From an optimization exercise on the open Yosys and OpenROAD flow, aimed at small area; shortcuts taken in it are not production practice.
In this exercise RTL edits were held to simulation tests only and were not proved equivalent to the original.
Power is estimated from default activity; no workload was simulated.

==> design/flow/design.v <==
`timescale 1ns/1ps
module VgaPong (
  output              io_h_sync,
  output              io_v_sync,
  output              io_r,
  output              io_g,
  output              io_b,
  input               io_advance,
  input               clk,
  input               reset
);
  reg  [9:0]  h;
  reg         vb;
  reg  [1:0]  va;
  reg  [6:0]  vq;
  reg  [13:0] kq;
  reg  [5:0]  sec;
  reg  [5:0]  min;
  reg  [3:0]  hr;
  wire       h_end   = (h & 10'd799) == 10'd799;
  wire       l2_end  = h_end & vb;                        
  wire       va_end  = va[1];                             
  wire       f_end   = l2_end & ((vq & 7'd87) == 7'd87);  
  wire       k_end   = (kq & 14'd15624) == 14'd15624;
  wire       tick    = l2_end & k_end;
  wire       inc     = tick | io_advance;
  wire       s_end   = (sec & 6'd59) == 6'd59;
  wire       m_end   = (min & 6'd59) == 6'd59;
  wire       hr_end  = (hr & 4'd11) == 4'd11;
  always @(posedge clk or posedge reset) begin
    if (reset) begin
      h   <= 10'd0;
      vb  <= 1'b0;
      va  <= 2'd0;
      vq  <= 7'd0;
      kq  <= 14'd0;
      sec <= 6'd0;
      min <= 6'd0;
      hr  <= 4'd0;
    end else begin
      h <= h_end ? 10'd0 : h + 10'd1;
      if (h_end) vb <= ~vb;
      if (l2_end) begin
        if (f_end) begin
          va <= 2'd0;
          vq <= 7'd0;
        end else if (va_end) begin
          va <= 2'd0;
          vq <= vq + 7'd1;
        end else begin
          va <= va + 2'd1;
        end
        kq <= k_end ? 14'd0 : kq + 14'd1;
      end
      if (inc) begin
        sec <= s_end ? 6'd0 : sec + 6'd1;
        if (s_end) begin
          min <= m_end ? 6'd0 : min + 6'd1;
          if (m_end) hr <= hr_end ? 4'd0 : hr + 4'd1;
        end
      end
    end
  end
  wire [2:0] vr = {va, vb};
  function automatic ge(input integer q, input integer r);
    ge = (vq > q) || ((vq == q) && (vr >= r));
  endfunction
  wire h_sync_n = (h >= 10'd16) && (h <= 10'd112);
  wire v_sync_n = ge(1, 5) && !ge(2, 2);                  
  wire active   = (h >= 10'd160) && ge(7, 2);             
  wire frame    = (h < 10'd170) || (h > 10'd789) || !ge(9, 0) || ge(85, 4);  
  wire grid_x   = (h >= 10'd220) && (h < 10'd740);
  wire on2      = (vq == 17) || (vq == 22) || (vq == 27) || (vq == 32) || (vq == 37) ||
                  (vq == 42) || (vq == 47) || (vq == 52) || (vq == 57) || (vq == 62) ||
                  (vq == 67) || (vq == 72) || (vq == 77);
  wire on3      = (vq == 17) || (vq == 32) || (vq == 47) || (vq == 62) || (vq == 77);
  wire grid     = grid_x && (va == 2'd1) && (vb ? on3 : on2);
  wire sec_x    = (h >= 10'd580) && (h < 10'd680);
  wire min_x    = (h >= 10'd430) && (h < 10'd530);
  wire hr_x     = (h >= 10'd280) && (h < 10'd380);
  wire [5:0] hr5 = {hr, 2'b00} + {2'b00, hr};
  wire [5:0] w  = sec_x ? sec : min_x ? min : hr5;
  wire [7:0] s  = {1'b0, vq} + {2'b00, w};
  wire bar_y    = ((s > 8'd77) || ((s == 8'd77) && (vr >= 3'd2))) && !ge(77, 3);
  wire bar      = bar_y && (sec_x || min_x || hr_x);
  assign io_h_sync = !h_sync_n;
  assign io_v_sync = !v_sync_n;
  assign io_r = active && (frame || grid || (bar && sec_x));
  assign io_g = active && (frame || (!grid && bar));
  assign io_b = active && (frame || (!grid && bar && sec_x));
endmodule
==> design/flow/run.sh <==
#!/bin/bash
# synth_recipe.tcl (not shown) runs the flow's synth.tcl, then flattens the netlist and writes it again
# the make line also repeats each setting of config.mk as NAME=value (left out here)
make -C /OpenROAD-flow-scripts/flow DESIGN_CONFIG=/design/flow/config.mk WORK_HOME=/design/flow/orfs CLKGATE_MAP_FILE= SYNTH_SCRIPT=/design/flow/synth_recipe.tcl finish
==> design/flow/config.mk <==
export PLATFORM = sky130hd
export DESIGN_NAME = VgaPong
export DESIGN_NICKNAME = VgaPong
export VERILOG_FILES = /design/flow/design.v
export SDC_FILE = /design/flow/constraint.sdc
export NUM_CORES = 4
export LEC_CHECK = 0
export CAP_MARGIN = 20
export CORE_MARGIN = 2
export CORE_UTILIZATION = 40
export SLEW_MARGIN = 20
==> design/flow/constraint.sdc <==
create_clock -name core_clock -period 40.0 [get_ports {clk}]
set_input_delay 8.0000 -clock core_clock [delete_from_list [all_inputs] [get_ports {clk}]]
set_output_delay 8.0000 -clock core_clock [all_outputs]
set_load 0.01 [all_outputs]
==> impl_results.md <==
- Status: timing/DRC/antenna clean
- Final Non-Filler Cells: 537
- CTS tree: yes
- FF-to-FF setup slack: 37.48 ns
- Post-Route WL: 7910 um
- CTS clk-pin slew, worst paths: 0.10 ns
- Total CTS buffers: 5
- Ys flop type: dfrtp_1
- Overflow left after global routing: 0
- Setup TNS: 0 ns
- Net Sw Frac: 28.3%
- Critical path capture point type: output pin
- WS Path Type: register to output pin
- Nets: 451
- Pwr dens: 25.9 mW/mm2
- Async set-reset flop share out of synthesis: 100%
- DRC errors left: 0
- Worst vdd ir: 0.0177 mV
- Min-delay src: kq[1]
- Clock Sinks: 50
- First-pass GRT wire length: 14,200 um
- Clock Latency Late Sink: 0.31 ns
- IO buf count: 7
- Synth cell types: 65
- Min-Delay Path Class: register to register
- Post-synthesis adder-cell area fraction: 8.22%
- Placed Instances: 529
- Final hold viol count: 0
- Slew HR: 48.4%
- CP max FO: 13
- Routed WL per cell: 14.7 um
- Post-Synth Simple-Gate Area: 23.9%
- Largest family of logic cells by synthesized area: simple AND/OR/NAND/NOR gates
- Yosys warning count: 1
- Initial antenna violation count: 0
- Worst EP arrival: 4.45 ns
- Hold path cells: 2
- Unrepaired setup endpoints after global routing: false
- Comb pwr share: 9.0%
- DR vias: 3,092
- Final min period: 12.45 ns
- Reg2reg end: min[2]
- Multi-input gate area: 0.00223 mm2
- Multiplexer share of the synthesized area: 2.41%
- NetSw: 28.6 uW
- Cell-internal power: 72.4 uW
- 1st-iter DRT viols: 248
- Setup-failing EPs final: 0
- Vias/cell: 5.76
- Crit path launch type: register
- Number of synthesized flops with an enable pin: 0
- Die ar.: 0.00999 mm2
- Critical path required time: 32.00 ns
- Post-synthesis compound-gate area fraction: 20.6%
- Initial core utilization: 40.6%
- Clock share of power: 32.5%
- Slew @ Worst Pin: 0.771 ns
- Synth-to-Final Area Change: 5.81%
- Fill cell count: 882
- Clock skew: 0.0102 ns
- Largest net degree at the start of global routing: 32
- WHS Endpoint: kq[1]
- CTS H-tree depth: 2
- Post-DRT Antenna Nets: 0
- Max Cap Viol: 0
- Layout cells sized above 1: 5.63%
- Xor and xnor area share after synthesis: 5.47%
- Number of global-route vias before repair: 2,973
- ANT cells: 0
- Fin crit share: 31.1%
- Hold-fix buffers at CTS: 0
- FP Rows: 35
- Die W: 99.9 um
- Mapped Nets: 462
- Post-DP HPWL: 5870 um
- First drt pass iteration count: 5
- # IOs: 8
- GP Congestion: 0.857
- Register share of total power: 58.5%
- Mapped Cells: 436
- Post_cts resized: 0
- CTS Root Cell: clkbuf_8
- Final Max Slew Viols: 0
- Postcts setup bufs: 0
- #FFs+latches synth: 50
- Mapped Area: 0.00368 mm2
- Core area: 0.00906 mm2
- Seq/Total Area, Yosys: 34.0%
- Fmax: 0.0803 GHz
- Worst reg2reg path startpoint: h[1]
- Clock buffer depth: 2
- Total GRT Usage: 17.1%
- Avg Inst Size Synth: 8.45 um2
- Die Y: 99.9 um
- Reg2reg path depth: 7
- FF+latch area: 0.00125 mm2
- Leak: 0.00154 uW
metrics by stage:
| step | cell area (um2) | hold slack (ns) | util [%] | power, uW | worst slack [ns] |
|---|---|---|---|---|---|
| after CTS | 3890 | 0.506 | 42.9 | 103 | 27.34 |
| after detailed placement | 3790 | 0.483 | 41.8 | 69.4 | 27.73 |
| after floorplan | 3680 | 0.457 | - | 65.8 | 28.77 |
| after global placement | 3770 | 0.479 | 41.6 | 68.7 | 27.84 |
| after global routing | 3900 | 0.552 | 43.0 | 107 | 27.08 |
| final | 3900 | 0.503 | 43.0 | 101 | 27.55 |
state kept, by name, indices dropped and copies added (netlist names):
name  count
h        10
hr        4
kq       14
min       6
sec       6
va        2
vb        1
vq        7
worst max-delay path by stage:
stage	cells past startpoint	endpoint	startpoint	slack (ns)
after floorplan	16	io_g	h[4]	28.77
after global routing	15	io_b	h[5]	27.08
after global placement	16	io_g	h[6]	27.84
final	15	io_g	h[3]	27.55
after detailed placement	16	io_g	h[5]	27.73
after CTS	16	io_g	h[5]	27.34
synth_stat cells, types with 5 or more instances:
master     n  area share, %
dfrtp_1   50             34
nand2_1   42            4.3
nor2_1    38            3.9
o21ai_0   33            4.5
a21oi_1   23            3.1
inv_1     22            2.2
ha_1      21            7.1
nand3_1   20            2.7
clkbuf_1  14            1.4
nand4_1   14            2.4
xnor2_1   13            3.1
nor3_1    11            1.5
xor2_1    10            2.4
o31ai_1    9            1.8
or3_1      9            1.5
buf_2      8            1.1
nor2b_1    6            1.0
a31oi_1    5           0.85
power groups by stage:
stage / clock network, uW / logic (uW) / registers (uW)
6_report: 32.8 / 9.14 / 59.0
5_1_grt: 36.0 / 11.0 / 59.8
4_1_cts: 34.2 / 9.34 / 59.0
3_5_place_dp: 0 / 9.42 / 60.0
3_3_place_gp: 0 / 8.62 / 60.0
2_1_floorplan: 0 / 7.42 / 58.4
per-layer routing:
layer	routed length (um)	GRT usage (%)	part of all wire (%)
met5	0	0	0
met4	66	4.64	0.83
met2	3630	26.7	46
met1	3960	24.8	50
met3	254	2.51	3.2
cell type report:
cell class              instances  area share (%)
clock inverters                 2           0.417
multi-input cells             338            57.4
repair buffers                  8            2.31
well taps                     111            3.56
clock buffers                   6            2.12
flip-flops and latches         50            32.1
inverters                      22            2.12
cell usage in the layout, fill, tap and decap left out, types with 3 or more instances in the layout:
cell / instances
clkdlybuf4s50_1: 7
o41ai_1: 3
a21oi_1: 23
nand3_1: 20
nor2_1: 38
nand3b_1: 3
a211oi_1: 4
a31oi_1: 5
o211ai_1: 4
inv_1: 21
nand4_1: 14
and4_1: 3
clkbuf_8: 6
nor3_1: 11
dfrtp_1: 50
xnor2_1: 13
nand2b_1: 3
nand2_1: 42
ha_1: 21
or3_1: 9
o21ai_0: 33
xor2_1: 10
o311ai_0: 3
o31ai_1: 9
nor4_1: 3
and3_1: 4
mux2i_1: 4
nor2b_1: 6
mux2_2: 3
and2_1: 4
a21o_1: 3
worst max-delay path, cell delays in order, from the launching register on:
cell	delay [ns]
dfrtp_1	0.52
a2111oi_2	0.55
nand3_1	0.19
o22ai_4	0.33
mux2i_1	0.15
o21ai_0	0.18
ha_1	0.19
inv_1	0.06
fa_1	0.41
xor2_1	0.16
a21oi_1	0.11
o21ai_0	0.10
a22oi_1	0.17
o211ai_1	0.17
o31ai_1	0.27
clkdlybuf4s50_1	0.58
cell families (layout without fill, tap and decap cells):
kind of cell    after synthesis  in the layout
simple gates                171            171
compound gates              113            113
flops                        50             50
buf+inv                      48             38
fa+ha+maj                    23             23
xor+xnor                     23             23
mux                           8              8

-- separate check: timing with driven ports --
The results above use ideal ports. As a check the final layout listed here was re-extracted and re-timed, cells and wires unchanged.
Step 1, drivers: a clkbuf_16 drives clk and a buf_2 each remaining input, both assumed.
Step 2 times the ports against the registers' clock, not the clock port: input delays grow and output delays shrink by t, the midpoint of the rising clock arrivals with the driver on.
Three values: ideal ports, drivers, drivers and shift; two values: the first two.
t, ns: 0.338
setup WS [ns]: 27.547 / 27.515 / 27.853
worst setup path at the end: register to output
worst data-port slew with drivers (ns): 0.03
After both steps setup and hold are still met in this run. The setup slack of this run moves by -0.032 ns with the drivers and by +0.306 ns with both steps.
